From an optimization exercise on the open Yosys and OpenROAD flow, aimed at small area, a short achievable clock period and few clock cycles; shortcuts taken in it are not production practice.
Function was checked by simulation only, so behaviour that the tests miss may differ from the original.
Power and IR drop assume default switching activity.

[flow/config.mk]
export PLATFORM = sky130hd
export DESIGN_NAME = mat_mul
export DESIGN_NICKNAME = mat_mul
export VERILOG_FILES = /design/flow/design.v
export SDC_FILE = /design/flow/constraint.sdc
export NUM_CORES = 4
export LEC_CHECK = 0
export CAP_MARGIN = 20
export CORE_MARGIN = 2
export CORE_UTILIZATION = 40
export SLEW_MARGIN = 20
[flow/constraint.sdc]
create_clock -name core_clock -period 10.0 [get_ports {clk}]
set_input_delay 2.0000 -clock core_clock [delete_from_list [all_inputs] [get_ports {clk}]]
set_output_delay 2.0000 -clock core_clock [all_outputs]
set_load 0.01 [all_outputs]
[flow/design.v]
module mul_16 (a, a3, b, ps, pc);
input [15:0] a;
input [17:0] a3;
input [15:0] b;
output [31:0] ps, pc;
wire [7:0] s1, s2, s3;
genvar j;
generate for (j = 0; j < 8; j = j + 1) begin : dig
    assign s1[j] = ~b[2*j+1] &  b[2*j];
    assign s2[j] =  b[2*j+1] & ~b[2*j];
    assign s3[j] =  b[2*j+1] &  b[2*j];
end endgenerate
wire pp0_0;
wire pp0_1;
wire pp0_2;
wire pp0_3;
wire pp0_4;
wire pp0_5;
wire pp0_6;
wire pp0_7;
wire pp0_8;
wire pp0_9;
wire pp0_10;
wire pp0_11;
wire pp0_12;
wire pp0_13;
wire pp0_14;
wire pp0_15;
wire pp0_16;
wire pp0_17;
wire pp1_0;
wire pp1_1;
wire pp1_2;
wire pp1_3;
wire pp1_4;
wire pp1_5;
wire pp1_6;
wire pp1_7;
wire pp1_8;
wire pp1_9;
wire pp1_10;
wire pp1_11;
wire pp1_12;
wire pp1_13;
wire pp1_14;
wire pp1_15;
wire pp1_16;
wire pp1_17;
wire pp2_0;
wire pp2_1;
wire pp2_2;
wire pp2_3;
wire pp2_4;
wire pp2_5;
wire pp2_6;
wire pp2_7;
wire pp2_8;
wire pp2_9;
wire pp2_10;
wire pp2_11;
wire pp2_12;
wire pp2_13;
wire pp2_14;
wire pp2_15;
wire pp2_16;
wire pp2_17;
wire pp3_0;
wire pp3_1;
wire pp3_2;
wire pp3_3;
wire pp3_4;
wire pp3_5;
wire pp3_6;
wire pp3_7;
wire pp3_8;
wire pp3_9;
wire pp3_10;
wire pp3_11;
wire pp3_12;
wire pp3_13;
wire pp3_14;
wire pp3_15;
wire pp3_16;
wire pp3_17;
wire pp4_0;
wire pp4_1;
wire pp4_2;
wire pp4_3;
wire pp4_4;
wire pp4_5;
wire pp4_6;
wire pp4_7;
wire pp4_8;
wire pp4_9;
wire pp4_10;
wire pp4_11;
wire pp4_12;
wire pp4_13;
wire pp4_14;
wire pp4_15;
wire pp4_16;
wire pp4_17;
wire pp5_0;
wire pp5_1;
wire pp5_2;
wire pp5_3;
wire pp5_4;
wire pp5_5;
wire pp5_6;
wire pp5_7;
wire pp5_8;
wire pp5_9;
wire pp5_10;
wire pp5_11;
wire pp5_12;
wire pp5_13;
wire pp5_14;
wire pp5_15;
wire pp5_16;
wire pp5_17;
wire pp6_0;
wire pp6_1;
wire pp6_2;
wire pp6_3;
wire pp6_4;
wire pp6_5;
wire pp6_6;
wire pp6_7;
wire pp6_8;
wire pp6_9;
wire pp6_10;
wire pp6_11;
wire pp6_12;
wire pp6_13;
wire pp6_14;
wire pp6_15;
wire pp6_16;
wire pp6_17;
wire pp7_0;
wire pp7_1;
wire pp7_2;
wire pp7_3;
wire pp7_4;
wire pp7_5;
wire pp7_6;
wire pp7_7;
wire pp7_8;
wire pp7_9;
wire pp7_10;
wire pp7_11;
wire pp7_12;
wire pp7_13;
wire pp7_14;
wire pp7_15;
wire pp7_16;
wire pp7_17;
wire fs0;
wire fc0;
wire fs1;
wire fc1;
wire fs2;
wire fc2;
wire fs3;
wire fc3;
wire fs4;
wire fc4;
wire fs5;
wire fc5;
wire fs6;
wire fc6;
wire fs7;
wire fc7;
wire fs8;
wire fc8;
wire fs9;
wire fc9;
wire fs10;
wire fc10;
wire fs11;
wire fc11;
wire fs12;
wire fc12;
wire fs13;
wire fc13;
wire fs14;
wire fc14;
wire fs15;
wire fc15;
wire fs16;
wire fc16;
wire fs17;
wire fc17;
wire fs18;
wire fc18;
wire fs19;
wire fc19;
wire fs20;
wire fc20;
wire fs21;
wire fc21;
wire fs22;
wire fc22;
wire fs23;
wire fc23;
wire fs24;
wire fc24;
wire fs25;
wire fc25;
wire fs26;
wire fc26;
wire fs27;
wire fc27;
wire fs28;
wire fc28;
wire fs29;
wire fc29;
wire fs30;
wire fc30;
wire fs31;
wire fc31;
wire fs32;
wire fc32;
wire fs33;
wire fc33;
wire fs34;
wire fc34;
wire fs35;
wire fc35;
wire fs36;
wire fc36;
wire fs37;
wire fc37;
wire fs38;
wire fc38;
wire fs39;
wire fc39;
wire fs40;
wire fc40;
wire fs41;
wire fc41;
wire fs42;
wire fc42;
wire fs43;
wire fc43;
wire fs44;
wire fc44;
wire fs45;
wire fc45;
wire fs46;
wire fc46;
wire fs47;
wire fc47;
wire fs48;
wire fc48;
wire fs49;
wire fc49;
wire fs50;
wire fc50;
wire fs51;
wire fc51;
wire fs52;
wire fc52;
wire fs53;
wire fc53;
wire fs54;
wire fc54;
wire fs55;
wire fc55;
wire fs56;
wire fc56;
wire fs57;
wire fc57;
wire fs58;
wire fc58;
wire fs59;
wire fc59;
wire fs60;
wire fc60;
wire fs61;
wire fc61;
wire fs62;
wire fc62;
wire fs63;
wire fc63;
wire fs64;
wire fc64;
wire fs65;
wire fc65;
wire fs66;
wire fc66;
wire fs67;
wire fc67;
wire fs68;
wire fc68;
wire fs69;
wire fc69;
wire fs70;
wire fc70;
wire fs71;
wire fc71;
wire fs72;
wire fc72;
wire fs73;
wire fc73;
wire fs74;
wire fc74;
wire fs75;
wire fc75;
wire fs76;
wire fc76;
wire fs77;
wire fc77;
wire fs78;
wire fc78;
wire fs79;
wire fc79;
wire fs80;
wire fc80;
wire fs81;
wire fc81;
wire fs82;
wire fc82;
wire fs83;
wire fc83;
wire fs84;
wire fc84;
wire fs85;
wire fc85;
wire fs86;
wire fc86;
wire fs87;
wire fc87;
wire fs88;
wire fc88;
wire fs89;
wire fc89;
wire fs90;
wire fc90;
wire fs91;
wire fc91;
wire fs92;
wire fc92;
wire fs93;
wire fc93;
wire fs94;
wire fc94;
wire fs95;
wire fc95;
assign pp0_0 = (s1[0] & a[0]) | (s3[0] & a3[0]);
assign pp0_1 = (s1[0] & a[1]) | (s2[0] & a[0]) | (s3[0] & a3[1]);
assign pp0_2 = (s1[0] & a[2]) | (s2[0] & a[1]) | (s3[0] & a3[2]);
assign pp0_3 = (s1[0] & a[3]) | (s2[0] & a[2]) | (s3[0] & a3[3]);
assign pp0_4 = (s1[0] & a[4]) | (s2[0] & a[3]) | (s3[0] & a3[4]);
assign pp0_5 = (s1[0] & a[5]) | (s2[0] & a[4]) | (s3[0] & a3[5]);
assign pp0_6 = (s1[0] & a[6]) | (s2[0] & a[5]) | (s3[0] & a3[6]);
assign pp0_7 = (s1[0] & a[7]) | (s2[0] & a[6]) | (s3[0] & a3[7]);
assign pp0_8 = (s1[0] & a[8]) | (s2[0] & a[7]) | (s3[0] & a3[8]);
assign pp0_9 = (s1[0] & a[9]) | (s2[0] & a[8]) | (s3[0] & a3[9]);
assign pp0_10 = (s1[0] & a[10]) | (s2[0] & a[9]) | (s3[0] & a3[10]);
assign pp0_11 = (s1[0] & a[11]) | (s2[0] & a[10]) | (s3[0] & a3[11]);
assign pp0_12 = (s1[0] & a[12]) | (s2[0] & a[11]) | (s3[0] & a3[12]);
assign pp0_13 = (s1[0] & a[13]) | (s2[0] & a[12]) | (s3[0] & a3[13]);
assign pp0_14 = (s1[0] & a[14]) | (s2[0] & a[13]) | (s3[0] & a3[14]);
assign pp0_15 = (s1[0] & a[15]) | (s2[0] & a[14]) | (s3[0] & a3[15]);
assign pp0_16 = (s2[0] & a[15]) | (s3[0] & a3[16]);
assign pp0_17 = (s3[0] & a3[17]);
assign pp1_0 = (s1[1] & a[0]) | (s3[1] & a3[0]);
assign pp1_1 = (s1[1] & a[1]) | (s2[1] & a[0]) | (s3[1] & a3[1]);
assign pp1_2 = (s1[1] & a[2]) | (s2[1] & a[1]) | (s3[1] & a3[2]);
assign pp1_3 = (s1[1] & a[3]) | (s2[1] & a[2]) | (s3[1] & a3[3]);
assign pp1_4 = (s1[1] & a[4]) | (s2[1] & a[3]) | (s3[1] & a3[4]);
assign pp1_5 = (s1[1] & a[5]) | (s2[1] & a[4]) | (s3[1] & a3[5]);
assign pp1_6 = (s1[1] & a[6]) | (s2[1] & a[5]) | (s3[1] & a3[6]);
assign pp1_7 = (s1[1] & a[7]) | (s2[1] & a[6]) | (s3[1] & a3[7]);
assign pp1_8 = (s1[1] & a[8]) | (s2[1] & a[7]) | (s3[1] & a3[8]);
assign pp1_9 = (s1[1] & a[9]) | (s2[1] & a[8]) | (s3[1] & a3[9]);
assign pp1_10 = (s1[1] & a[10]) | (s2[1] & a[9]) | (s3[1] & a3[10]);
assign pp1_11 = (s1[1] & a[11]) | (s2[1] & a[10]) | (s3[1] & a3[11]);
assign pp1_12 = (s1[1] & a[12]) | (s2[1] & a[11]) | (s3[1] & a3[12]);
assign pp1_13 = (s1[1] & a[13]) | (s2[1] & a[12]) | (s3[1] & a3[13]);
assign pp1_14 = (s1[1] & a[14]) | (s2[1] & a[13]) | (s3[1] & a3[14]);
assign pp1_15 = (s1[1] & a[15]) | (s2[1] & a[14]) | (s3[1] & a3[15]);
assign pp1_16 = (s2[1] & a[15]) | (s3[1] & a3[16]);
assign pp1_17 = (s3[1] & a3[17]);
assign pp2_0 = (s1[2] & a[0]) | (s3[2] & a3[0]);
assign pp2_1 = (s1[2] & a[1]) | (s2[2] & a[0]) | (s3[2] & a3[1]);
assign pp2_2 = (s1[2] & a[2]) | (s2[2] & a[1]) | (s3[2] & a3[2]);
assign pp2_3 = (s1[2] & a[3]) | (s2[2] & a[2]) | (s3[2] & a3[3]);
assign pp2_4 = (s1[2] & a[4]) | (s2[2] & a[3]) | (s3[2] & a3[4]);
assign pp2_5 = (s1[2] & a[5]) | (s2[2] & a[4]) | (s3[2] & a3[5]);
assign pp2_6 = (s1[2] & a[6]) | (s2[2] & a[5]) | (s3[2] & a3[6]);
assign pp2_7 = (s1[2] & a[7]) | (s2[2] & a[6]) | (s3[2] & a3[7]);
assign pp2_8 = (s1[2] & a[8]) | (s2[2] & a[7]) | (s3[2] & a3[8]);
assign pp2_9 = (s1[2] & a[9]) | (s2[2] & a[8]) | (s3[2] & a3[9]);
assign pp2_10 = (s1[2] & a[10]) | (s2[2] & a[9]) | (s3[2] & a3[10]);
assign pp2_11 = (s1[2] & a[11]) | (s2[2] & a[10]) | (s3[2] & a3[11]);
assign pp2_12 = (s1[2] & a[12]) | (s2[2] & a[11]) | (s3[2] & a3[12]);
assign pp2_13 = (s1[2] & a[13]) | (s2[2] & a[12]) | (s3[2] & a3[13]);
assign pp2_14 = (s1[2] & a[14]) | (s2[2] & a[13]) | (s3[2] & a3[14]);
assign pp2_15 = (s1[2] & a[15]) | (s2[2] & a[14]) | (s3[2] & a3[15]);
assign pp2_16 = (s2[2] & a[15]) | (s3[2] & a3[16]);
assign pp2_17 = (s3[2] & a3[17]);
assign pp3_0 = (s1[3] & a[0]) | (s3[3] & a3[0]);
assign pp3_1 = (s1[3] & a[1]) | (s2[3] & a[0]) | (s3[3] & a3[1]);
assign pp3_2 = (s1[3] & a[2]) | (s2[3] & a[1]) | (s3[3] & a3[2]);
assign pp3_3 = (s1[3] & a[3]) | (s2[3] & a[2]) | (s3[3] & a3[3]);
assign pp3_4 = (s1[3] & a[4]) | (s2[3] & a[3]) | (s3[3] & a3[4]);
assign pp3_5 = (s1[3] & a[5]) | (s2[3] & a[4]) | (s3[3] & a3[5]);
assign pp3_6 = (s1[3] & a[6]) | (s2[3] & a[5]) | (s3[3] & a3[6]);
assign pp3_7 = (s1[3] & a[7]) | (s2[3] & a[6]) | (s3[3] & a3[7]);
assign pp3_8 = (s1[3] & a[8]) | (s2[3] & a[7]) | (s3[3] & a3[8]);
assign pp3_9 = (s1[3] & a[9]) | (s2[3] & a[8]) | (s3[3] & a3[9]);
assign pp3_10 = (s1[3] & a[10]) | (s2[3] & a[9]) | (s3[3] & a3[10]);
assign pp3_11 = (s1[3] & a[11]) | (s2[3] & a[10]) | (s3[3] & a3[11]);
assign pp3_12 = (s1[3] & a[12]) | (s2[3] & a[11]) | (s3[3] & a3[12]);
assign pp3_13 = (s1[3] & a[13]) | (s2[3] & a[12]) | (s3[3] & a3[13]);
assign pp3_14 = (s1[3] & a[14]) | (s2[3] & a[13]) | (s3[3] & a3[14]);
assign pp3_15 = (s1[3] & a[15]) | (s2[3] & a[14]) | (s3[3] & a3[15]);
assign pp3_16 = (s2[3] & a[15]) | (s3[3] & a3[16]);
assign pp3_17 = (s3[3] & a3[17]);
assign pp4_0 = (s1[4] & a[0]) | (s3[4] & a3[0]);
assign pp4_1 = (s1[4] & a[1]) | (s2[4] & a[0]) | (s3[4] & a3[1]);
assign pp4_2 = (s1[4] & a[2]) | (s2[4] & a[1]) | (s3[4] & a3[2]);
assign pp4_3 = (s1[4] & a[3]) | (s2[4] & a[2]) | (s3[4] & a3[3]);
assign pp4_4 = (s1[4] & a[4]) | (s2[4] & a[3]) | (s3[4] & a3[4]);
assign pp4_5 = (s1[4] & a[5]) | (s2[4] & a[4]) | (s3[4] & a3[5]);
assign pp4_6 = (s1[4] & a[6]) | (s2[4] & a[5]) | (s3[4] & a3[6]);
assign pp4_7 = (s1[4] & a[7]) | (s2[4] & a[6]) | (s3[4] & a3[7]);
assign pp4_8 = (s1[4] & a[8]) | (s2[4] & a[7]) | (s3[4] & a3[8]);
assign pp4_9 = (s1[4] & a[9]) | (s2[4] & a[8]) | (s3[4] & a3[9]);
assign pp4_10 = (s1[4] & a[10]) | (s2[4] & a[9]) | (s3[4] & a3[10]);
assign pp4_11 = (s1[4] & a[11]) | (s2[4] & a[10]) | (s3[4] & a3[11]);
assign pp4_12 = (s1[4] & a[12]) | (s2[4] & a[11]) | (s3[4] & a3[12]);
assign pp4_13 = (s1[4] & a[13]) | (s2[4] & a[12]) | (s3[4] & a3[13]);
assign pp4_14 = (s1[4] & a[14]) | (s2[4] & a[13]) | (s3[4] & a3[14]);
assign pp4_15 = (s1[4] & a[15]) | (s2[4] & a[14]) | (s3[4] & a3[15]);
assign pp4_16 = (s2[4] & a[15]) | (s3[4] & a3[16]);
assign pp4_17 = (s3[4] & a3[17]);
assign pp5_0 = (s1[5] & a[0]) | (s3[5] & a3[0]);
assign pp5_1 = (s1[5] & a[1]) | (s2[5] & a[0]) | (s3[5] & a3[1]);
assign pp5_2 = (s1[5] & a[2]) | (s2[5] & a[1]) | (s3[5] & a3[2]);
assign pp5_3 = (s1[5] & a[3]) | (s2[5] & a[2]) | (s3[5] & a3[3]);
assign pp5_4 = (s1[5] & a[4]) | (s2[5] & a[3]) | (s3[5] & a3[4]);
assign pp5_5 = (s1[5] & a[5]) | (s2[5] & a[4]) | (s3[5] & a3[5]);
assign pp5_6 = (s1[5] & a[6]) | (s2[5] & a[5]) | (s3[5] & a3[6]);
assign pp5_7 = (s1[5] & a[7]) | (s2[5] & a[6]) | (s3[5] & a3[7]);
assign pp5_8 = (s1[5] & a[8]) | (s2[5] & a[7]) | (s3[5] & a3[8]);
assign pp5_9 = (s1[5] & a[9]) | (s2[5] & a[8]) | (s3[5] & a3[9]);
assign pp5_10 = (s1[5] & a[10]) | (s2[5] & a[9]) | (s3[5] & a3[10]);
assign pp5_11 = (s1[5] & a[11]) | (s2[5] & a[10]) | (s3[5] & a3[11]);
assign pp5_12 = (s1[5] & a[12]) | (s2[5] & a[11]) | (s3[5] & a3[12]);
assign pp5_13 = (s1[5] & a[13]) | (s2[5] & a[12]) | (s3[5] & a3[13]);
assign pp5_14 = (s1[5] & a[14]) | (s2[5] & a[13]) | (s3[5] & a3[14]);
assign pp5_15 = (s1[5] & a[15]) | (s2[5] & a[14]) | (s3[5] & a3[15]);
assign pp5_16 = (s2[5] & a[15]) | (s3[5] & a3[16]);
assign pp5_17 = (s3[5] & a3[17]);
assign pp6_0 = (s1[6] & a[0]) | (s3[6] & a3[0]);
assign pp6_1 = (s1[6] & a[1]) | (s2[6] & a[0]) | (s3[6] & a3[1]);
assign pp6_2 = (s1[6] & a[2]) | (s2[6] & a[1]) | (s3[6] & a3[2]);
assign pp6_3 = (s1[6] & a[3]) | (s2[6] & a[2]) | (s3[6] & a3[3]);
assign pp6_4 = (s1[6] & a[4]) | (s2[6] & a[3]) | (s3[6] & a3[4]);
assign pp6_5 = (s1[6] & a[5]) | (s2[6] & a[4]) | (s3[6] & a3[5]);
assign pp6_6 = (s1[6] & a[6]) | (s2[6] & a[5]) | (s3[6] & a3[6]);
assign pp6_7 = (s1[6] & a[7]) | (s2[6] & a[6]) | (s3[6] & a3[7]);
assign pp6_8 = (s1[6] & a[8]) | (s2[6] & a[7]) | (s3[6] & a3[8]);
assign pp6_9 = (s1[6] & a[9]) | (s2[6] & a[8]) | (s3[6] & a3[9]);
assign pp6_10 = (s1[6] & a[10]) | (s2[6] & a[9]) | (s3[6] & a3[10]);
assign pp6_11 = (s1[6] & a[11]) | (s2[6] & a[10]) | (s3[6] & a3[11]);
assign pp6_12 = (s1[6] & a[12]) | (s2[6] & a[11]) | (s3[6] & a3[12]);
assign pp6_13 = (s1[6] & a[13]) | (s2[6] & a[12]) | (s3[6] & a3[13]);
assign pp6_14 = (s1[6] & a[14]) | (s2[6] & a[13]) | (s3[6] & a3[14]);
assign pp6_15 = (s1[6] & a[15]) | (s2[6] & a[14]) | (s3[6] & a3[15]);
assign pp6_16 = (s2[6] & a[15]) | (s3[6] & a3[16]);
assign pp6_17 = (s3[6] & a3[17]);
assign pp7_0 = (s1[7] & a[0]) | (s3[7] & a3[0]);
assign pp7_1 = (s1[7] & a[1]) | (s2[7] & a[0]) | (s3[7] & a3[1]);
assign pp7_2 = (s1[7] & a[2]) | (s2[7] & a[1]) | (s3[7] & a3[2]);
assign pp7_3 = (s1[7] & a[3]) | (s2[7] & a[2]) | (s3[7] & a3[3]);
assign pp7_4 = (s1[7] & a[4]) | (s2[7] & a[3]) | (s3[7] & a3[4]);
assign pp7_5 = (s1[7] & a[5]) | (s2[7] & a[4]) | (s3[7] & a3[5]);
assign pp7_6 = (s1[7] & a[6]) | (s2[7] & a[5]) | (s3[7] & a3[6]);
assign pp7_7 = (s1[7] & a[7]) | (s2[7] & a[6]) | (s3[7] & a3[7]);
assign pp7_8 = (s1[7] & a[8]) | (s2[7] & a[7]) | (s3[7] & a3[8]);
assign pp7_9 = (s1[7] & a[9]) | (s2[7] & a[8]) | (s3[7] & a3[9]);
assign pp7_10 = (s1[7] & a[10]) | (s2[7] & a[9]) | (s3[7] & a3[10]);
assign pp7_11 = (s1[7] & a[11]) | (s2[7] & a[10]) | (s3[7] & a3[11]);
assign pp7_12 = (s1[7] & a[12]) | (s2[7] & a[11]) | (s3[7] & a3[12]);
assign pp7_13 = (s1[7] & a[13]) | (s2[7] & a[12]) | (s3[7] & a3[13]);
assign pp7_14 = (s1[7] & a[14]) | (s2[7] & a[13]) | (s3[7] & a3[14]);
assign pp7_15 = (s1[7] & a[15]) | (s2[7] & a[14]) | (s3[7] & a3[15]);
assign pp7_16 = (s2[7] & a[15]) | (s3[7] & a3[16]);
assign pp7_17 = (s3[7] & a3[17]);
assign fs0 = pp0_12 ^ pp1_10;
assign fc0 = pp0_12 & pp1_10;
assign fs1 = pp0_13 ^ pp1_11 ^ pp2_9;
assign fc1 = (pp0_13 & pp1_11) | (pp0_13 & pp2_9) | (pp1_11 & pp2_9);
assign fs2 = pp0_14 ^ pp1_12 ^ pp2_10;
assign fc2 = (pp0_14 & pp1_12) | (pp0_14 & pp2_10) | (pp1_12 & pp2_10);
assign fs3 = pp3_8 ^ pp4_6;
assign fc3 = pp3_8 & pp4_6;
assign fs4 = pp0_15 ^ pp1_13 ^ pp2_11;
assign fc4 = (pp0_15 & pp1_13) | (pp0_15 & pp2_11) | (pp1_13 & pp2_11);
assign fs5 = pp3_9 ^ pp4_7 ^ pp5_5;
assign fc5 = (pp3_9 & pp4_7) | (pp3_9 & pp5_5) | (pp4_7 & pp5_5);
assign fs6 = pp0_16 ^ pp1_14 ^ pp2_12;
assign fc6 = (pp0_16 & pp1_14) | (pp0_16 & pp2_12) | (pp1_14 & pp2_12);
assign fs7 = pp3_10 ^ pp4_8 ^ pp5_6;
assign fc7 = (pp3_10 & pp4_8) | (pp3_10 & pp5_6) | (pp4_8 & pp5_6);
assign fs8 = pp0_17 ^ pp1_15 ^ pp2_13;
assign fc8 = (pp0_17 & pp1_15) | (pp0_17 & pp2_13) | (pp1_15 & pp2_13);
assign fs9 = pp3_11 ^ pp4_9 ^ pp5_7;
assign fc9 = (pp3_11 & pp4_9) | (pp3_11 & pp5_7) | (pp4_9 & pp5_7);
assign fs10 = pp1_16 ^ pp2_14 ^ pp3_12;
assign fc10 = (pp1_16 & pp2_14) | (pp1_16 & pp3_12) | (pp2_14 & pp3_12);
assign fs11 = pp4_10 ^ pp5_8;
assign fc11 = pp4_10 & pp5_8;
assign fs12 = pp1_17 ^ pp2_15 ^ pp3_13;
assign fc12 = (pp1_17 & pp2_15) | (pp1_17 & pp3_13) | (pp2_15 & pp3_13);
assign fs13 = pp4_11 ^ pp5_9;
assign fc13 = pp4_11 & pp5_9;
assign fs14 = pp2_16 ^ pp3_14 ^ pp4_12;
assign fc14 = (pp2_16 & pp3_14) | (pp2_16 & pp4_12) | (pp3_14 & pp4_12);
assign fs15 = pp2_17 ^ pp3_15;
assign fc15 = pp2_17 & pp3_15;
assign fs16 = pp0_8 ^ pp1_6;
assign fc16 = pp0_8 & pp1_6;
assign fs17 = pp0_9 ^ pp1_7 ^ pp2_5;
assign fc17 = (pp0_9 & pp1_7) | (pp0_9 & pp2_5) | (pp1_7 & pp2_5);
assign fs18 = pp0_10 ^ pp1_8 ^ pp2_6;
assign fc18 = (pp0_10 & pp1_8) | (pp0_10 & pp2_6) | (pp1_8 & pp2_6);
assign fs19 = pp3_4 ^ pp4_2;
assign fc19 = pp3_4 & pp4_2;
assign fs20 = pp0_11 ^ pp1_9 ^ pp2_7;
assign fc20 = (pp0_11 & pp1_9) | (pp0_11 & pp2_7) | (pp1_9 & pp2_7);
assign fs21 = pp3_5 ^ pp4_3 ^ pp5_1;
assign fc21 = (pp3_5 & pp4_3) | (pp3_5 & pp5_1) | (pp4_3 & pp5_1);
assign fs22 = pp2_8 ^ pp3_6 ^ pp4_4;
assign fc22 = (pp2_8 & pp3_6) | (pp2_8 & pp4_4) | (pp3_6 & pp4_4);
assign fs23 = pp5_2 ^ pp6_0 ^ fs0;
assign fc23 = (pp5_2 & pp6_0) | (pp5_2 & fs0) | (pp6_0 & fs0);
assign fs24 = pp3_7 ^ pp4_5 ^ pp5_3;
assign fc24 = (pp3_7 & pp4_5) | (pp3_7 & pp5_3) | (pp4_5 & pp5_3);
assign fs25 = pp6_1 ^ fc0 ^ fs1;
assign fc25 = (pp6_1 & fc0) | (pp6_1 & fs1) | (fc0 & fs1);
assign fs26 = pp5_4 ^ pp6_2 ^ pp7_0;
assign fc26 = (pp5_4 & pp6_2) | (pp5_4 & pp7_0) | (pp6_2 & pp7_0);
assign fs27 = fs3 ^ fc1 ^ fs2;
assign fc27 = (fs3 & fc1) | (fs3 & fs2) | (fc1 & fs2);
assign fs28 = pp6_3 ^ pp7_1 ^ fc3;
assign fc28 = (pp6_3 & pp7_1) | (pp6_3 & fc3) | (pp7_1 & fc3);
assign fs29 = fc2 ^ fs4 ^ fs5;
assign fc29 = (fc2 & fs4) | (fc2 & fs5) | (fs4 & fs5);
assign fs30 = pp6_4 ^ pp7_2 ^ fc4;
assign fc30 = (pp6_4 & pp7_2) | (pp6_4 & fc4) | (pp7_2 & fc4);
assign fs31 = fc5 ^ fs6 ^ fs7;
assign fc31 = (fc5 & fs6) | (fc5 & fs7) | (fs6 & fs7);
assign fs32 = pp6_5 ^ pp7_3 ^ fc6;
assign fc32 = (pp6_5 & pp7_3) | (pp6_5 & fc6) | (pp7_3 & fc6);
assign fs33 = fc7 ^ fs8 ^ fs9;
assign fc33 = (fc7 & fs8) | (fc7 & fs9) | (fs8 & fs9);
assign fs34 = pp6_6 ^ pp7_4 ^ fs11;
assign fc34 = (pp6_6 & pp7_4) | (pp6_6 & fs11) | (pp7_4 & fs11);
assign fs35 = fc8 ^ fc9 ^ fs10;
assign fc35 = (fc8 & fc9) | (fc8 & fs10) | (fc9 & fs10);
assign fs36 = pp6_7 ^ pp7_5 ^ fc11;
assign fc36 = (pp6_7 & pp7_5) | (pp6_7 & fc11) | (pp7_5 & fc11);
assign fs37 = fs13 ^ fc10 ^ fs12;
assign fc37 = (fs13 & fc10) | (fs13 & fs12) | (fc10 & fs12);
assign fs38 = pp5_10 ^ pp6_8 ^ pp7_6;
assign fc38 = (pp5_10 & pp6_8) | (pp5_10 & pp7_6) | (pp6_8 & pp7_6);
assign fs39 = fc13 ^ fc12 ^ fs14;
assign fc39 = (fc13 & fc12) | (fc13 & fs14) | (fc12 & fs14);
assign fs40 = pp4_13 ^ pp5_11 ^ pp6_9;
assign fc40 = (pp4_13 & pp5_11) | (pp4_13 & pp6_9) | (pp5_11 & pp6_9);
assign fs41 = pp7_7 ^ fs15 ^ fc14;
assign fc41 = (pp7_7 & fs15) | (pp7_7 & fc14) | (fs15 & fc14);
assign fs42 = pp3_16 ^ pp4_14 ^ pp5_12;
assign fc42 = (pp3_16 & pp4_14) | (pp3_16 & pp5_12) | (pp4_14 & pp5_12);
assign fs43 = pp6_10 ^ pp7_8 ^ fc15;
assign fc43 = (pp6_10 & pp7_8) | (pp6_10 & fc15) | (pp7_8 & fc15);
assign fs44 = pp3_17 ^ pp4_15 ^ pp5_13;
assign fc44 = (pp3_17 & pp4_15) | (pp3_17 & pp5_13) | (pp4_15 & pp5_13);
assign fs45 = pp6_11 ^ pp7_9;
assign fc45 = pp6_11 & pp7_9;
assign fs46 = pp4_16 ^ pp5_14 ^ pp6_12;
assign fc46 = (pp4_16 & pp5_14) | (pp4_16 & pp6_12) | (pp5_14 & pp6_12);
assign fs47 = pp4_17 ^ pp5_15;
assign fc47 = pp4_17 & pp5_15;
assign fs48 = pp0_6 ^ pp1_4;
assign fc48 = pp0_6 & pp1_4;
assign fs49 = pp0_7 ^ pp1_5 ^ pp2_3;
assign fc49 = (pp0_7 & pp1_5) | (pp0_7 & pp2_3) | (pp1_5 & pp2_3);
assign fs50 = pp2_4 ^ pp3_2 ^ pp4_0;
assign fc50 = (pp2_4 & pp3_2) | (pp2_4 & pp4_0) | (pp3_2 & pp4_0);
assign fs51 = pp3_3 ^ pp4_1 ^ fc16;
assign fc51 = (pp3_3 & pp4_1) | (pp3_3 & fc16) | (pp4_1 & fc16);
assign fs52 = pp5_0 ^ fs19 ^ fc17;
assign fc52 = (pp5_0 & fs19) | (pp5_0 & fc17) | (fs19 & fc17);
assign fs53 = fc19 ^ fc18 ^ fs20;
assign fc53 = (fc19 & fc18) | (fc19 & fs20) | (fc18 & fs20);
assign fs54 = fc20 ^ fc21 ^ fs22;
assign fc54 = (fc20 & fc21) | (fc20 & fs22) | (fc21 & fs22);
assign fs55 = fc22 ^ fs24 ^ fc23;
assign fc55 = (fc22 & fs24) | (fc22 & fc23) | (fs24 & fc23);
assign fs56 = fc24 ^ fs26 ^ fc25;
assign fc56 = (fc24 & fs26) | (fc24 & fc25) | (fs26 & fc25);
assign fs57 = fc26 ^ fs28 ^ fc27;
assign fc57 = (fc26 & fs28) | (fc26 & fc27) | (fs28 & fc27);
assign fs58 = fc28 ^ fs30 ^ fc29;
assign fc58 = (fc28 & fs30) | (fc28 & fc29) | (fs30 & fc29);
assign fs59 = fc30 ^ fs32 ^ fc31;
assign fc59 = (fc30 & fs32) | (fc30 & fc31) | (fs32 & fc31);
assign fs60 = fs34 ^ fc32 ^ fc33;
assign fc60 = (fs34 & fc32) | (fs34 & fc33) | (fc32 & fc33);
assign fs61 = fc34 ^ fs36 ^ fc35;
assign fc61 = (fc34 & fs36) | (fc34 & fc35) | (fs36 & fc35);
assign fs62 = fs38 ^ fc36 ^ fc37;
assign fc62 = (fs38 & fc36) | (fs38 & fc37) | (fc36 & fc37);
assign fs63 = fc38 ^ fs40 ^ fs41;
assign fc63 = (fc38 & fs40) | (fc38 & fs41) | (fs40 & fs41);
assign fs64 = fc40 ^ fs42 ^ fs43;
assign fc64 = (fc40 & fs42) | (fc40 & fs43) | (fs42 & fs43);
assign fs65 = fs45 ^ fc42 ^ fs44;
assign fc65 = (fs45 & fc42) | (fs45 & fs44) | (fc42 & fs44);
assign fs66 = pp7_10 ^ fc45 ^ fc44;
assign fc66 = (pp7_10 & fc45) | (pp7_10 & fc44) | (fc45 & fc44);
assign fs67 = pp6_13 ^ pp7_11 ^ fs47;
assign fc67 = (pp6_13 & pp7_11) | (pp6_13 & fs47) | (pp7_11 & fs47);
assign fs68 = pp5_16 ^ pp6_14 ^ pp7_12;
assign fc68 = (pp5_16 & pp6_14) | (pp5_16 & pp7_12) | (pp6_14 & pp7_12);
assign fs69 = pp5_17 ^ pp6_15;
assign fc69 = pp5_17 & pp6_15;
assign fs70 = pp0_4 ^ pp1_2;
assign fc70 = pp0_4 & pp1_2;
assign fs71 = pp0_5 ^ pp1_3 ^ pp2_1;
assign fc71 = (pp0_5 & pp1_3) | (pp0_5 & pp2_1) | (pp1_3 & pp2_1);
assign fs72 = pp2_2 ^ pp3_0 ^ fs48;
assign fc72 = (pp2_2 & pp3_0) | (pp2_2 & fs48) | (pp3_0 & fs48);
assign fs73 = pp3_1 ^ fc48 ^ fs49;
assign fc73 = (pp3_1 & fc48) | (pp3_1 & fs49) | (fc48 & fs49);
assign fs74 = fs16 ^ fc49 ^ fs50;
assign fc74 = (fs16 & fc49) | (fs16 & fs50) | (fc49 & fs50);
assign fs75 = fc50 ^ fs17 ^ fs51;
assign fc75 = (fc50 & fs17) | (fc50 & fs51) | (fs17 & fs51);
assign fs76 = fs18 ^ fc51 ^ fs52;
assign fc76 = (fs18 & fc51) | (fs18 & fs52) | (fc51 & fs52);
assign fs77 = fs21 ^ fc52 ^ fs53;
assign fc77 = (fs21 & fc52) | (fs21 & fs53) | (fc52 & fs53);
assign fs78 = fs23 ^ fc53 ^ fs54;
assign fc78 = (fs23 & fc53) | (fs23 & fs54) | (fc53 & fs54);
assign fs79 = fc54 ^ fs25 ^ fs55;
assign fc79 = (fc54 & fs25) | (fc54 & fs55) | (fs25 & fs55);
assign fs80 = fs27 ^ fc55 ^ fs56;
assign fc80 = (fs27 & fc55) | (fs27 & fs56) | (fc55 & fs56);
assign fs81 = fs29 ^ fc56 ^ fs57;
assign fc81 = (fs29 & fc56) | (fs29 & fs57) | (fc56 & fs57);
assign fs82 = fs31 ^ fc57 ^ fs58;
assign fc82 = (fs31 & fc57) | (fs31 & fs58) | (fc57 & fs58);
assign fs83 = fs33 ^ fc58 ^ fs59;
assign fc83 = (fs33 & fc58) | (fs33 & fs59) | (fc58 & fs59);
assign fs84 = fs35 ^ fc59 ^ fs60;
assign fc84 = (fs35 & fc59) | (fs35 & fs60) | (fc59 & fs60);
assign fs85 = fs37 ^ fc60 ^ fs61;
assign fc85 = (fs37 & fc60) | (fs37 & fs61) | (fc60 & fs61);
assign fs86 = fs39 ^ fc61 ^ fs62;
assign fc86 = (fs39 & fc61) | (fs39 & fs62) | (fc61 & fs62);
assign fs87 = fc39 ^ fc62 ^ fs63;
assign fc87 = (fc39 & fc62) | (fc39 & fs63) | (fc62 & fs63);
assign fs88 = fc41 ^ fs64 ^ fc63;
assign fc88 = (fc41 & fs64) | (fc41 & fc63) | (fs64 & fc63);
assign fs89 = fc43 ^ fs65 ^ fc64;
assign fc89 = (fc43 & fs65) | (fc43 & fc64) | (fs65 & fc64);
assign fs90 = fs46 ^ fs66 ^ fc65;
assign fc90 = (fs46 & fs66) | (fs46 & fc65) | (fs66 & fc65);
assign fs91 = fc46 ^ fs67 ^ fc66;
assign fc91 = (fc46 & fs67) | (fc46 & fc66) | (fs67 & fc66);
assign fs92 = fc47 ^ fs68 ^ fc67;
assign fc92 = (fc47 & fs68) | (fc47 & fc67) | (fs68 & fc67);
assign fs93 = pp7_13 ^ fs69 ^ fc68;
assign fc93 = (pp7_13 & fs69) | (pp7_13 & fc68) | (fs69 & fc68);
assign fs94 = pp6_16 ^ pp7_14 ^ fc69;
assign fc94 = (pp6_16 & pp7_14) | (pp6_16 & fc69) | (pp7_14 & fc69);
assign fs95 = pp6_17 ^ pp7_15;
assign fc95 = pp6_17 & pp7_15;
assign ps[0] = pp0_0;
assign pc[0] = 1'b0;
assign ps[1] = pp0_1;
assign pc[1] = 1'b0;
assign ps[2] = pp0_2;
assign pc[2] = pp1_0;
assign ps[3] = pp0_3;
assign pc[3] = pp1_1;
assign ps[4] = pp2_0;
assign pc[4] = fs70;
assign ps[5] = fc70;
assign pc[5] = fs71;
assign ps[6] = fc71;
assign pc[6] = fs72;
assign ps[7] = fc72;
assign pc[7] = fs73;
assign ps[8] = fc73;
assign pc[8] = fs74;
assign ps[9] = fc74;
assign pc[9] = fs75;
assign ps[10] = fc75;
assign pc[10] = fs76;
assign ps[11] = fc76;
assign pc[11] = fs77;
assign ps[12] = fc77;
assign pc[12] = fs78;
assign ps[13] = fc78;
assign pc[13] = fs79;
assign ps[14] = fc79;
assign pc[14] = fs80;
assign ps[15] = fc80;
assign pc[15] = fs81;
assign ps[16] = fc81;
assign pc[16] = fs82;
assign ps[17] = fc82;
assign pc[17] = fs83;
assign ps[18] = fc83;
assign pc[18] = fs84;
assign ps[19] = fc84;
assign pc[19] = fs85;
assign ps[20] = fc85;
assign pc[20] = fs86;
assign ps[21] = fc86;
assign pc[21] = fs87;
assign ps[22] = fc87;
assign pc[22] = fs88;
assign ps[23] = fs89;
assign pc[23] = fc88;
assign ps[24] = fs90;
assign pc[24] = fc89;
assign ps[25] = fc90;
assign pc[25] = fs91;
assign ps[26] = fs92;
assign pc[26] = fc91;
assign ps[27] = fs93;
assign pc[27] = fc92;
assign ps[28] = fs94;
assign pc[28] = fc93;
assign ps[29] = fs95;
assign pc[29] = fc94;
assign ps[30] = pp7_16;
assign pc[30] = fc95;
assign ps[31] = pp7_17;
assign pc[31] = 1'b0;
endmodule
`timescale 1ns / 1ps
module mat_mul (clk, rst, load, data, address, done, product);
input clk, rst, load ;
input [15:0] data ;
input [3:0] address ;
output reg done ;
output reg [31:0] product ;
reg [4:0] count ;            
reg [15:0] a ;               
reg [17:0] a3 ;              
reg first1, first2 ;         
reg last1, last2 ;           
reg end1, end2, end3 ;       
reg [15:0] bw0 [0:3] ;       
reg [15:0] bw1 [0:3] ;       
reg [15:0] bw2 [0:3] ;
reg [15:0] bw3 [0:3] ;
reg [31:0] ps [0:3] ;        
reg [31:0] pc [0:3] ;
reg [127:0] acc ;            
reg [127:0] row0, row1, row2 ;  
wire take_a = load & count[4] ;
wire [17:0] data3 = {2'b00, data} + {1'b0, data, 1'b0} ;
genvar c ;
generate
    for (c = 0; c < 4; c = c + 1)
        begin : col
            wire take_b = load & ~count[4] & (count[1:0] == c) ;
            always @(posedge clk)
                if (take_b | take_a)
                    begin
                        bw0[c] <= count[4] ? bw3[c] : data ;
                        bw1[c] <= bw0[c] ;
                        bw2[c] <= bw1[c] ;
                        bw3[c] <= bw2[c] ;
                    end
            wire [31:0] nps, npc ;
            mul_16 mul (.a(a), .a3(a3), .b(bw0[c]), .ps(nps), .pc(npc)) ;
            always @(posedge clk)
                begin
                    ps[c] <= nps ;
                    pc[c] <= npc ;
                    acc[32*c +: 32] <= (first2 ? 32'd0 : acc[32*c +: 32]) + ps[c] + pc[c] ;
                end
        end
endgenerate
always @(posedge clk)
begin
    a <= take_a ? data : 16'd0 ;
    a3 <= take_a ? data3 : 18'd0 ;
end
always @(posedge clk)
    if (end3)
        begin
            row0 <= row1 ;
            row1 <= row2 ;
            row2 <= acc ;
        end
always @(posedge clk)
begin
    if (rst)
        begin
            count <= 5'd0 ;
            first1 <= 1'b0 ;
            first2 <= 1'b0 ;
            last1 <= 1'b0 ;
            last2 <= 1'b0 ;
            end1 <= 1'b0 ;
            end2 <= 1'b0 ;
            end3 <= 1'b0 ;
            done <= 1'b0 ;
        end
    else
        begin
            first1 <= take_a & (count[1:0] == 2'd0) ;
            first2 <= first1 ;
            last1 <= take_a & (count[3:0] == 4'd15) ;
            last2 <= last1 ;
            end1 <= take_a & (count[1:0] == 2'd3) & (count[3:2] != 2'd3) ;
            end2 <= end1 ;
            end3 <= end2 ;
            if (load)
                begin
                    count <= count + 5'd1 ;
                    done <= 1'b0 ;
                end
            else if (last2)
                done <= 1'b1 ;
        end
end
reg [127:0] rsel ;
always @(*)
    case (address[3:2])
        2'd0: rsel = row0 ;
        2'd1: rsel = row1 ;
        2'd2: rsel = row2 ;
        default: rsel = acc ;
    endcase
always @(posedge clk)
    product <= rsel[32*address[1:0] +: 32] ;
endmodule
[flow/flow/run.sh]
#!/bin/bash
set -euo pipefail
MARGIN=$(cat flow/margin.txt)
bash standard.sh SETUP_SLACK_MARGIN=$MARGIN finish > standard_flow.log 2>&1
[flow/flow/margin.txt]
6.5
[flow/standard.sh]
#!/bin/bash
# synth_recipe.tcl (not shown) runs the flow's synth.tcl, then flattens the netlist and writes it again
# the make line also repeats each setting of config.mk as NAME=value (left out here)
make -C /OpenROAD-flow-scripts/flow DESIGN_CONFIG=/design/flow/config.mk WORK_HOME=/design/flow/orfs CLKGATE_MAP_FILE= SYNTH_SCRIPT=/design/flow/synth_recipe.tcl "${@:-finish}"
==> results of run 1 <==
[what timing repair did]
action	4_1_cts	5_1_grt
setup endpoints to repair	478	328
cloned	1	4
pin swaps	7	31
gates resized for setup	115	149
buffers inserted	49	38
[how the worst max path moves through the flow]
stage,startpoint,endpoint,slack (ns),cells after the start
detailed placement,address[2],product[13],5.09,7
floorplan,load,bw0[0][0],5.54,3
global placement,address[2],product[13],5.10,7
finish,product[7],product[7],6.56,1
global route,first2,acc[95],6.45,13
CTS,product[24],product[24],6.50,1
[sequential cells by signal (all words and copies together) (netlist names), 116 cells and up]
| name | flops |
|---|---|
| ps | 128 |
| row2 | 128 |
| acc | 128 |
| row0 | 128 |
| pc | 116 |
| row1 | 128 |
[cell type report]
class                           instances  share of cell area [%]
Antenna cell                            4                  0.0139
Sequential cell                      1090                    39.2
Clock buffer                          155                    4.59
Clock inverter                         64                    1.02
Timing Repair Buffer                  276                    3.80
Inverter                              355                    1.85
Tap cell                             2072                    3.59
Multi-Input combinational cell       3275                    45.9
[per-layer routing]
metal / track usage, % / part of all wire (%)
met3: 4.44 / 8.4
met5: 0.208 / 0.060
met2: 33.4 / 43
met1: 33.1 / 45
met4: 6.89 / 3.3
[power groups by stage]
| stage | Clock [mW] | Combinational, mW | Sequential [mW] |
|---|---|---|---|
| floorplan | 0 | 0.258 | 4.90 |
| global placement | 0 | 0.361 | 4.94 |
| detailed placement | 0 | 0.365 | 4.95 |
| CTS | 4.59 | 0.401 | 4.82 |
| global route | 4.75 | 0.449 | 4.82 |
| finish | 4.50 | 0.422 | 4.82 |
[placed cells by master, fill, tap and decap left out, types with 69 or more instances in the layout]
cell,Yosys,final
inv_1,354,353
clkbuf_16,0,125
xnor2_1,96,96
dfxtp_1,450,418
nand2_1,256,253
a22o_1,410,410
ha_1,201,176
nor2_1,144,144
a22oi_1,80,78
o21ai_0,98,84
buf_4,3,157
nor2b_1,200,191
edfxtp_1,640,640
a21oi_1,192,178
fa_1,453,445
mux2_2,488,488
mux2i_1,69,69
mux4_2,88,88
[logic make-up (layout without fill, tap and decap cells)]
family / after synthesis / count (layout) / synth area share (%)
flops: 1090 / 1090 / 44.2
mux: 645 / 645 / 12.8
xor+xnor: 132 / 132 / 1.81
other cells: 0 / 4 / 0
fa+ha+maj: 654 / 654 / 18.2
compound gates: 1033 / 1033 / 12.0
simple gates: 811 / 811 / 6.29
buf+inv: 787 / 850 / 4.69
==> summary.txt, run 1 <==
Run status
  • Status: complete, no violations

Setup path
  • Worst Setup Start Kind: register
  • Worst path cell trace: dlygate4sd2_1
  • Arrival @ worst endpoint: 1.44 ns
  • Crit. End Element: output port
  • Cell family with most CP delay: flip-flops
  • Origin of the critical flop-to-flop path: bw0[3][4]
  • CP required: 8.00 ns
  • CP max stage cell: dfxtp_1
  • R2R Path End: pc[3][16]
  • Max stage delay on crit path: 0.40 ns
  • Kind of critical path: reg2out
  • Crit-path max FO: 1
  • Bufs and invs on worst path: 1
  • Reg2reg path depth: 10
  • R2R setup slack: 6.57 ns

Synthesis
  • Synth async-reset ratio: 0%
  • Area leader, netlist: edfxtp_1
  • Post-Syn Area: 63,800 um2
  • Top cells by area, synth: edfxtp_1 (30%), fa_1 (14%), dfxtp_1 (14%)
  • Post-Synthesis Cells: 5,152
  • Top FF cell, synth: edfxtp_1
  • Post-synth EDFFs: 640
  • Sequential share of the synthesized area: 44.2%
  • Synthesized area per cell: 12.4 um2
  • Syn_nets: 5,829
  • Syn. warnings: 13
  • Synth cell count leaders: edfxtp_1 (640), mux2_2 (488), fa_1 (453), dfxtp_1 (450), a22o_1 (410)
  • #FFs+latches synth: 1,090
  • Post-synth top area share: 30.1%
  • Netlist cell types: 79
  • Most frequent cell after synthesis: edfxtp_1

Clock tree
  • H-tree levels: 3
  • CTS Hold Bufs: 0
  • Max Buffers Root-to-Sink: 3
  • Reg clk slew, reported paths: 0.07 ns
  • CTS Buf Count: 115
  • CTS root buf: clkbuf_16
  • CTS tree: done
  • Clock latency on the worst-skew pair: 0.76 ns
  • CTS Sinks: 1,090

STA
  • Crit path time final: 3.44 ns
  • Max-slew headroom: 29.5%
  • Clock Skews: 0.0543 ns
  • Max-slew violations: 0
  • Final Hold Violating Endpoints: 0
  • Minimum hold slack: 0.405 ns
  • Fin Setup TNS: 0 ns
  • Max Clk Rate: 291 MHz
  • Tcrit/Tclk final: 34.4%
  • Final setup viols: 0
  • Worst-Margin Slew: 1.06 ns
  • Final WS setup: 6.56 ns
  • RSZ-0062 raised after global routing: true

Power
  • Worst vdd ir: 0.148 mV
  • Pwr Density: 135 nW/um2
  • Gate power share: 4.3%
  • Power after layout: 9.74 mW
  • Pleak: 30.0 nW
  • Psw: 2.20 mW
  • Cell Int Power: 7.54 mW
  • Sw Share: 22.6%
  • Clock share of power: 46.2%
  • Seq pwr share: 49.4%

Detailed routing
  • Drt total wl: 188 mm
  • Final ANT Viol Nets: 0
  • DRC: 0
  • Routed via count: 42,400
  • Drt wl/cell: 25.8 um
  • Detailed-router iteration count before antenna repair: 6
  • Number of DRC markers in iteration 0: 4,442
  • Vias per cell: 5.81

Global route
  • Initial antenna violation count: 15
  • Largest net degree at the start of global routing: 88
  • GRT Residual Overflow: 0
  • First-pass GRT wire length: 278 mm
  • Vias in the first global route: 42,100
  • All-Layer GR Usage: 22.5%

Placed design
  • Placement-stage cell area: 66,400 um2
  • Port bufs: 55
  • RePlAce Congestion: 0.839
  • Placed insts: 6,975
  • Place WS: 5.09 ns
  • Post-DP HPWL: 123 mm

Hold path
  • Hold Path Depth: 0
  • Hold Crit Class: reg2reg
  • Hold Path End: bw3[3][3]
  • Hold Crit Start: bw2[3][3]

Layout
  • Fillers: 14,100
  • Design Area, Final: 72,200 um2
  • Nets: 5,790
  • Finished Layout Cells: 7,291
  • Register Area: 28,300 um2
  • Area grow syn2layout: 13.1%
  • Final core occ: 45.6%
  • Area of the multi-input gates: 33,200 um2
  • Share of cells above drive strength 1: 22.3%

Die
  • Die height: 403 um
  • Row count: 146
  • Core area: 158,000 um2
  • Die footprint: 163,000 um2
  • Die W: 403 um
  • Initial core utilization: 40.3%
  • I/O pin count: 56

Run
  • Max Cap Viol: 0
Testbench counts, summed over its fixed seeds: cycles 9,792.
==> inputs of run 2 (changes only) <==
--- a/flow/config.mk
+++ b/flow/config.mk
@@ -6,6 +6,7 @@
 export NUM_CORES = 4
 export LEC_CHECK = 0
+export ABC_AREA = 1
 export CAP_MARGIN = 20
 export CORE_MARGIN = 2
-export CORE_UTILIZATION = 40
+export CORE_UTILIZATION = 70
 export SLEW_MARGIN = 20
==> summary.txt, run 2 <==
Setup path
  • Crit-path max FO: 32
  • R2R setup slack: 6.47 ns
  • Kind of critical path: reg2reg
  • Reg2reg path depth: 9
  • Worst path cell trace: inv_1, buf_4, o221ai_1, ha_1, fa_1, inv_1, fa_1, inv_1, fa_1
  • CP max stage cell: fa_1
  • Worst Setup Start Kind: register
  • Max stage delay on crit path: 0.70 ns
  • Origin of the critical flop-to-flop path: a[15]
  • Arrival @ worst endpoint: 4.14 ns
  • R2R Path End: pc[0][22]
  • CP required: 10.61 ns
  • Crit. End Element: register

Synthesis
  • Syn_nets: 7,530
  • Post-synth EDFFs: 640
  • #FFs+latches synth: 1,090
  • Syn. warnings: 13
  • Top cells by area, synth: edfxtp_1 (31%), fa_1 (14%), dfxtp_1 (14%)
  • Post-synth top area share: 30.6%
  • Synth async-reset ratio: 0%
  • Synthesized area per cell: 9.18 um2
  • Post-Synthesis Cells: 6,853
  • Area leader, netlist: edfxtp_1
  • Top FF cell, synth: edfxtp_1
  • Post-Syn Area: 62,900 um2
  • Sequential share of the synthesized area: 44.9%
  • Most frequent cell after synthesis: nand2_1
  • Synth cell count leaders: nand2_1 (2,121), inv_1 (1,002), edfxtp_1 (640), fa_1 (453), dfxtp_1 (450)
  • Netlist cell types: 36

Detailed routing
  • Detailed-router iteration count before antenna repair: 17
  • Number of DRC markers in iteration 0: 10,600
  • DRC: 0
  • Drt wl/cell: 27.5 um
  • Final ANT Viol Nets: 0
  • Drt total wl: 221 mm
  • Routed via count: 53,900
  • Vias per cell: 6.70

Hold path
  • Hold Path End: bw3[0][8]
  • Hold Path Depth: 0
  • Hold Crit Start: bw2[0][8]
  • Hold Crit Class: reg2reg

Clock tree
  • Max Buffers Root-to-Sink: 3
  • CTS Buf Count: 107
  • CTS root buf: clkbuf_16
  • H-tree levels: 3
  • CTS Sinks: 1,090
  • Clock latency on the worst-skew pair: 0.75 ns
  • CTS tree: done
  • Reg clk slew, reported paths: 0.07 ns

Power
  • Sw Share: 24.9%
  • Gate power share: 6.8%
  • Pwr Density: 142 nW/um2
  • Seq pwr share: 49.7%
  • Clock share of power: 43.5%
  • Psw: 2.46 mW
  • Worst vdd ir: 0.173 mV
  • Pleak: 31.5 nW
  • Cell Int Power: 7.40 mW

Layout
  • Nets: 7,459
  • Fillers: 5,604
  • Commonest non-fill, non-tap cells in the layout: nand2_1 (2,072), inv_1 (977), edfxtp_1 (640), fa_1 (449), dfxtp_1 (441)
  • Area grow syn2layout: 10.2%
  • Share of cells above drive strength 1: 6.24%
  • Design Area, Final: 69,300 um2
  • Most common cell after layout, fill and taps aside: nand2_1

Die
  • Initial core utilization: 70.9%
  • Core area: 88,600 um2
  • I/O pin count: 56
  • Row count: 109
  • Die W: 304 um
  • Die height: 304 um
  • Die footprint: 92,300 um2

STA
  • Tcrit/Tclk final: 35.3%
  • Max-slew headroom: 23.4%
  • Max-slew violations: 0
  • Max Clk Rate: 283 MHz
  • RSZ-0062 raised after global routing: true
  • Final Hold Violating Endpoints: 0
  • Worst-Margin Slew: 1.15 ns
  • Final WS setup: 6.47 ns
  • Clock Skews: 0.0488 ns
  • Fin Setup TNS: 0 ns
  • Crit path time final: 3.53 ns
  • Final setup viols: 0

Global route
  • Largest net degree at the start of global routing: 179
  • GRT Residual Overflow: 0
  • All-Layer GR Usage: 46.6%
  • First-pass GRT wire length: 321 mm
  • Vias in the first global route: 52,400
  • Initial antenna violation count: 15

Placed design
  • RePlAce Congestion: 0.993
  • Place WS: 4.90 ns
  • Post-DP HPWL: 143 mm
  • Port bufs: 55
  • Placement-stage cell area: 64,100 um2

Run
  • Max Cap Viol: 0

Run status
  • Status: complete, no violations
-- run 2: cell types whose count changed after synthesis, moves of 158 or more --
cell / before / now
a22o_1: 410 / 0
inv_1: 354 / 1002
mux2_2: 488 / 0
nand2_1: 256 / 2121
nand3_1: 31 / 189
nor2_1: 144 / 414
nor2b_1: 200 / 0
o221ai_1: 1 / 400
-- run 2: logic make-up (layout without fill, tap and decap cells) --
logic type,count (synthesis),after routing,share of synthesized area (%)
AOI/OAI and AO/OA,894,895,10.3
xor gates and xnor gates,69,69,0.961
adders and majority gates,654,654,18.4
buffers and inverters,1365,1386,8.31
DFF,1090,1090,44.9
other,0,4,0
and+or+nand+nor,2781,2783,17.1
-- run 2: area by class of cell --
cell class	count	area, um2	share of cell area [%]
Tap cell	1165	1460	2.10
Clock buffer	149	3180	4.59
Inverter	1007	3880	5.59
Clock inverter	55	579	0.836
Sequential cell	1090	28200	40.8
Timing Repair Buffer	175	2010	2.90
Antenna cell	4	10.0	0.0144
Multi-Input combinational cell	4401	29900	43.2
-- run 2: power by group through the flow --
stage | registers, mW | clock network, mW | logic, mW
floorplan | 4.95 | 0 | 0.366
global placement | 4.98 | 0 | 0.574
detailed placement | 4.99 | 0 | 0.593
CTS | 4.89 | 4.25 | 0.617
global route | 4.90 | 4.44 | 0.702
finish | 4.90 | 4.29 | 0.667
-- run 2: metal layers --
layer	vias up	global-route usage, %	routed length, um
met5	-	0	389
met4	22	26.7	18300
met3	1481	19.6	38800
met2	5228	64.2	87000
met1	24800	62.2	76900
li1	22400	-	-
-- run 2: how the worst max path moves through the flow --
stage          startpoint           to  slack, ns
2_1_floorplan        load    bw0[1][0]       4.74
3_3_place_gp   address[3]  product[28]       5.00
3_5_place_dp   address[3]  product[28]       4.90
4_1_cts        address[2]  product[28]       6.50
5_1_grt        address[2]  product[28]       6.43
6_report            a[15]    pc[0][22]       6.47
-- run 2: through the flow --
stage               util (%)  hold WS (ns)  total power, mW  std cells
floorplan                  -         0.379             5.31       6853
global placement        72.3         0.399             5.56       7785
detailed placement      72.3         0.405             5.58       7786
CTS                     77.2         0.405             9.76       8004
global route            78.2         0.412             10.0       8042
finish                  78.2         0.413             9.86       8046
-- run 2: worst max-delay path: cells and delay by family, from the launching register on --
family,cells,cell delay [ns]
fa+ha+maj,4,2.05
compound gates,1,0.25
buf+inv,4,0.78
flops,1,0.33
-- run 2: what timing repair did --
action / 4_1_cts / 5_1_grt
cloned: 8 / 7
hold buffers: 0 / 0
pin swaps: 1 / 6
resized for setup: 148 / 122
endpoints found under the hold margin: 0 / 0
buffers inserted: 6 / 30
endpoints found under the setup margin: 285 / 206
==> inputs of run 3 (changes only) <==
==> flow/flow/margin.txt (replaced) <==
6.8
--- a/flow/config.mk
+++ b/flow/config.mk
@@ -9,4 +9,4 @@
 export CAP_MARGIN = 20
 export CORE_MARGIN = 2
-export CORE_UTILIZATION = 70
+export CORE_UTILIZATION = 45
 export SLEW_MARGIN = 20
==> summary.txt, run 3 <==
Clock tree
  • CTS Hold Bufs: 0
  • Max Buffers Root-to-Sink: 3
  • H-tree levels: 3
  • CTS tree: done
  • CTS Sinks: 1,090
  • Reg clk slew, reported paths: 0.06 ns
  • CTS root buf: clkbuf_16
  • Clock latency on the worst-skew pair: 0.79 ns
  • CTS Buf Count: 113

Synthesis
  • Post-Syn Area: 62,900 um2
  • Syn_nets: 7,530
  • Post-Synthesis Cells: 6,853
  • Area leader, netlist: edfxtp_1
  • Syn. warnings: 13
  • Top FF cell, synth: edfxtp_1
  • Synth Area in Adders: 18.4%
  • Largest family of logic cells by synthesized area: adder cells
  • Most frequent cell after synthesis: nand2_1
  • Post-synthesis mux area share: 0%
  • Xor and xnor area share after synthesis: 0.961%
  • #FFs+latches synth: 1,090
  • Netlist cell types: 36
  • Simple-gate share of the synthesized area: 17.1%
  • Sequential share of the synthesized area: 44.9%
  • Post-synth EDFFs: 640
  • Synth async-reset ratio: 0%
  • Post-synth top area share: 30.6%
  • Synthesized area per cell: 9.18 um2
  • Top cells by area, synth: edfxtp_1 (31%), fa_1 (14%), dfxtp_1 (14%)
  • Compound-cell area share of the yosys netlist: 10.3%
  • Synth cell count leaders: nand2_1 (2,121), inv_1 (1,002), edfxtp_1 (640), fa_1 (453), dfxtp_1 (450)

Setup path
  • Kind of critical path: reg2reg
  • CP required: 10.62 ns
  • R2R Path End: pc[0][17]
  • R2R setup slack: 6.71 ns
  • Reg2reg path depth: 10
  • Crit. End Element: register
  • Worst Setup Start Kind: register
  • Crit-path max FO: 17
  • Origin of the critical flop-to-flop path: a[5]
  • Arrival @ worst endpoint: 3.91 ns

Hold path
  • Hold Path Depth: 0
  • Hold Crit Start: bw1[2][10]
  • Hold Crit Class: reg2reg
  • Hold Path End: bw2[2][10]

Global route
  • Largest net degree at the start of global routing: 177
  • GRT Residual Overflow: 0
  • Initial antenna violation count: 6
  • Vias in the first global route: 49,800
  • First-pass GRT wire length: 336 mm
  • All-Layer GR Usage: 32.1%

Die
  • Die height: 378 um
  • Row count: 137
  • Core area: 139,000 um2
  • I/O pin count: 56
  • Die footprint: 143,000 um2
  • Die W: 378 um
  • Initial core utilization: 45.2%

STA
  • Final Hold Violating Endpoints: 0
  • Max-slew headroom: 26.0%
  • Fin Setup TNS: 0 ns
  • Crit path time final: 3.29 ns
  • Final setup viols: 0
  • Clock Skews: 0.0485 ns
  • RSZ-0062 raised after global routing: true
  • Max-slew violations: 0
  • Minimum hold slack: 0.398 ns
  • Tcrit/Tclk final: 32.9%
  • Max Clk Rate: 304 MHz
  • Worst-Margin Slew: 1.11 ns

Placed design
  • Post-DP HPWL: 148 mm
  • Port bufs: 55
  • RePlAce Congestion: 0.896

Layout
  • Commonest non-fill, non-tap cells in the layout: nand2_1 (2,048), inv_1 (940), edfxtp_1 (640), fa_1 (424), dfxtp_1 (400)
  • Area grow syn2layout: 18.4%
  • Most common cell after layout, fill and taps aside: nand2_1
  • Fillers: 12,400
  • Final core occ: 53.5%
  • Share of cells above drive strength 1: 13.0%
  • Nets: 7,746

Run status
  • Status: complete, no violations

Detailed routing
  • Final ANT Viol Nets: 0
  • Drt total wl: 237 mm
  • DRC: 0
  • Detailed-router iteration count before antenna repair: 12
  • Drt wl/cell: 26.1 um
  • Routed via count: 53,100
  • Vias per cell: 5.87
  • Number of DRC markers in iteration 0: 7,666

Power
  • Pleak: 33.4 nW
  • Pwr Density: 134 nW/um2
  • Worst vdd ir: 0.144 mV

Run
  • Max Cap Viol: 0
[run 3: cell counts after synthesis]
No cell type changed its count.
[run 3: worst max path at each step]
stage	from	cells after the start	to	slack [ns]
after global routing	product[17]	1	product[17]	6.69
after global placement	address[3]	11	product[14]	4.65
after floorplan	load	2	bw0[0][0]	6.37
after detailed placement	address[3]	11	product[14]	5.02
after CTS	product[17]	1	product[17]	6.69
final	a[5]	10	pc[0][17]	6.71
[run 3: critical path, stage by stage (launching register included)]
cell and delay (ns):
dfxtp_2 0.40, buf_12 0.24, inv_2 0.10, buf_12 0.20
o221ai_1 0.26, fa_1 0.47, fa_1 0.43, inv_1 0.08
fa_1 0.39, inv_1 0.09, fa_1 0.49
[run 3: layout make-up]
class | count | area, um2 | area share, %
clock inverter | 54 | 567 | 0.761
timing repair buffer | 454 | 5210 | 6.99
clock buffer | 160 | 3270 | 4.39
timing repair inverter | 2 | 17.5 | 0.0235
inverter | 1007 | 3890 | 5.22
tap | 1876 | 2350 | 3.15
antenna | 3 | 7.51 | 0.0101
multi-input combinational | 4401 | 30800 | 41.4
sequential | 1090 | 28300 | 38.0
[run 3: layer usage]
layer	part of all wire (%)	wire length (um)	up-vias	global-route usage (%)
met5	0.034	80	-	0.309
met4	6.9	16300	10	17.0
met3	14	32400	1089	11.1
met2	39	91700	3867	43.6
met1	41	96000	25200	44.8
li1	-	-	23000	-
[run 3: what timing repair did]
| item | 4_1_cts | 5_1_grt |
|---|---|---|
| pin swaps | 17 | 72 |
| setup endpoints to repair | 499 | 289 |
| gates cloned | 34 | 5 |
| gates resized for setup | 530 | 250 |
| setup buffers | 124 | 155 |
[run 3: per-stage QoR]
stage	std cells	instance area, um2	worst slack, ns	power, mW
2_1_floorplan	6853	63000	6.37	5.31
3_3_place_gp	8511	65100	4.65	5.59
3_5_place_dp	8512	65100	5.02	5.59
4_1_cts	8884	72200	6.69	9.98
5_1_grt	9044	74500	6.69	10.3
6_report	9047	74500	6.71	10.0
[run 3: cells by family after synthesis]
logic type,Yosys count
and+or+nand+nor,2781
buffers and inverters,1365
DFF,1090
AOI/OAI and AO/OA,894
adders and majority gates,654
xor gates and xnor gates,69
[run 3: where the power goes]
part           total (mW)  internal, mW  switching [mW]
registers            4.89          4.82          0.0782
clock network        4.35          2.45            1.90
logic               0.752         0.251           0.501
total                10.0          7.52            2.48
==> inputs of run 4 (changes only) <==
==> flow/flow/margin.txt (replaced) <==
6.6
--- a/flow/config.mk
+++ b/flow/config.mk
@@ -9,4 +9,4 @@
 export CAP_MARGIN = 20
 export CORE_MARGIN = 2
-export CORE_UTILIZATION = 45
+export CORE_UTILIZATION = 40
 export SLEW_MARGIN = 20
==> summary.txt, run 4 <==
Setup path
  • Crit-path max FO: 15
  • Worst Setup Start Kind: register
  • Top cell by count, worst path: fa_1
  • Worst path cell trace: inv_4, buf_4, nor2_1, ha_1, fa_1, inv_1, fa_1, inv_1, fa_1
  • CP max stage cell: fa_1
  • Kind of critical path: reg2reg
  • Crit. End Element: register
  • Max stage delay on crit path: 0.63 ns
  • CP required: 10.68 ns
  • R2R setup slack: 6.57 ns
  • Arrival @ worst endpoint: 4.11 ns

Power
  • Power after layout: 10.1 mW
  • Seq pwr share: 48.7%
  • Pwr Density: 141 nW/um2
  • Cell Int Power: 7.61 mW
  • Psw: 2.45 mW
  • Gate power share: 6.3%
  • Worst vdd ir: 0.150 mV
  • Clock share of power: 45.0%
  • Pleak: 31.9 nW
  • Sw Share: 24.3%

Layout
  • Commonest non-fill, non-tap cells in the layout: nand2_1 (2,069), inv_1 (966), edfxtp_1 (640), fa_1 (443), dfxtp_1 (417)
  • Final core occ: 45.6%
  • Design Area, Final: 71,200 um2
  • Nets: 7,520
  • Area grow syn2layout: 13.2%
  • Share of cells above drive strength 1: 8.03%
  • Most common cell after layout, fill and taps aside: nand2_1

STA
  • Clock Skews: 0.0295 ns
  • Final setup viols: 0
  • Max-slew violations: 0
  • Tcrit/Tclk final: 34.3%
  • Final Hold Violating Endpoints: 0
  • Max Clk Rate: 291 MHz
  • Worst-Margin Slew: 1.11 ns
  • RSZ-0062 raised after global routing: true
  • Fin Setup TNS: 0 ns
  • Crit path time final: 3.43 ns
  • Max-slew headroom: 26.1%

Global route
  • GRT Residual Overflow: 0
  • Initial antenna violation count: 6
  • Vias in the first global route: 48,500
  • All-Layer GR Usage: 26.9%
  • Largest net degree at the start of global routing: 184
  • First-pass GRT wire length: 324 mm

Synthesis
  • Post-Syn Area: 62,900 um2
  • Top cells by area, synth: edfxtp_1 (31%), fa_1 (14%), dfxtp_1 (14%)
  • Sequential share of the synthesized area: 44.9%
  • Most frequent cell after synthesis: nand2_1
  • Syn. warnings: 13
  • Post-synth EDFFs: 640
  • Synth cell count leaders: nand2_1 (2,121), inv_1 (1,002), edfxtp_1 (640), fa_1 (453), dfxtp_1 (450)
  • #FFs+latches synth: 1,090
  • Syn_nets: 7,530
  • Netlist cell types: 36
  • Top FF cell, synth: edfxtp_1
  • Synth async-reset ratio: 0%
  • Area leader, netlist: edfxtp_1
  • Post-Synthesis Cells: 6,853
  • Synthesized area per cell: 9.18 um2
  • Post-synth top area share: 30.6%

Clock tree
  • CTS tree: done
  • CTS Sinks: 1,090
  • Max Buffers Root-to-Sink: 3
  • H-tree levels: 3
  • CTS Buf Count: 117
  • Reg clk slew, reported paths: 0.06 ns
  • CTS root buf: clkbuf_16
  • Clock latency on the worst-skew pair: 0.76 ns

Detailed routing
  • Detailed-router iteration count before antenna repair: 10
  • Drt total wl: 224 mm
  • Drt wl/cell: 24.9 um
  • Final ANT Viol Nets: 0
  • Vias per cell: 5.65
  • DRC: 0
  • Routed via count: 51,000
  • Number of DRC markers in iteration 0: 6,935

Placed design
  • Port bufs: 55
  • Post-DP HPWL: 151 mm
  • RePlAce Congestion: 0.890
  • Placement-stage cell area: 65,300 um2

Die
  • Die W: 401 um
  • Die height: 401 um
  • Die footprint: 160,000 um2
  • Row count: 145
  • Core area: 156,000 um2
  • Initial core utilization: 40.3%
  • I/O pin count: 56

Hold path
  • Hold Crit Class: reg2reg

Run status
  • Status: complete, no violations

Run
  • Max Cap Viol: 0
-- run 4: cell counts after synthesis --
No cell type changed its count.
-- run 4: kinds of logic (layout without fill, tap and decap cells) --
group | count (synthesis) | count (layout) | synth area share, %
AND/OR/NAND/NOR | 2781 | 2781 | 17.1
flip-flops | 1090 | 1090 | 44.9
AO/OA/AOI/OAI | 894 | 894 | 10.3
adder cells (fa/ha/maj) | 654 | 654 | 18.4
other | 0 | 9 | 0
XOR/XNOR | 69 | 69 | 0.961
buffers and inverters | 1365 | 1458 | 8.31
-- run 4: metal layers --
layer  global-route usage [%]  vias to the layer above  share of wire, %
li1                         -                    22500                 -
met1                     38.5                    24300                43
met2                     38.0                     3276                40
met3                     7.50                      825                12
met4                     11.3                        4               5.3
met5                    0.208                        -            0.0094
-- run 4: worst max-delay path, delay by kind of cell (launching register included) --
family,cells,cell delay (ns)
adder cells (fa/ha/maj),4,1.96
buffers and inverters,4,0.84
flip-flops,1,0.45
AND/OR/NAND/NOR,1,0.09
-- run 4: power by group through the flow --
stage / sequential (mW) / clock, mW / combinational [mW]
final: 4.90 / 4.52 / 0.633
after CTS: 4.90 / 4.59 / 0.607
after floorplan: 4.95 / 0 / 0.366
after detailed placement: 4.99 / 0 / 0.603
after global placement: 4.99 / 0 / 0.596
after global routing: 4.90 / 4.75 / 0.689
-- run 4: repair_timing --
| action | CTS | global route |
|---|---|---|
| hold buffers | 0 | 0 |
| setup endpoints to repair | 344 | 212 |
| setup buffers | 22 | 55 |
| pin swaps | 0 | 6 |
| resized for setup | 294 | 129 |
| cloned | 5 | 5 |
-- run 4: metrics by stage --
step / hold slack (ns) / setup slack [ns] / std cells
after floorplan: 0.379 / 4.74 / 6853
after global placement: 0.389 / 4.56 / 8694
after detailed placement: 0.394 / 4.58 / 8695
after CTS: 0.400 / 6.52 / 8944
after global routing: 0.408 / 6.56 / 9004
final: 0.402 / 6.57 / 9013
-- run 4: path summary, 6_finish.rpt --
kind,end,from,depth (start not counted)
worst min-delay path,end2,end1,2
worst max-delay path,pc[3][21],a3[17],9
worst min register to register,end2,end1,2
worst max register to register,pc[3][21],a3[17],9
-- run 4: cell type report --
type | instances | area, um2
Timing Repair inverter | 1 | 8.76
Fill cell | 14700 | 85000
Antenna cell | 9 | 22.5
Clock buffer | 155 | 3210
Sequential cell | 1090 | 28300
Timing Repair Buffer | 228 | 2440
Multi-Input combinational cell | 4398 | 30000
Tap cell | 2058 | 2570
Inverter | 1007 | 3880
Clock inverter | 67 | 800

Setup slack of run 4, layout unchanged: 6.569 ns with ideal ports, 6.553 ns with driving cells assumed (clock clkbuf_16, inputs buf_2), 5.910 ns with port delays also shifted by the 0.829 ns mid clock arrival.
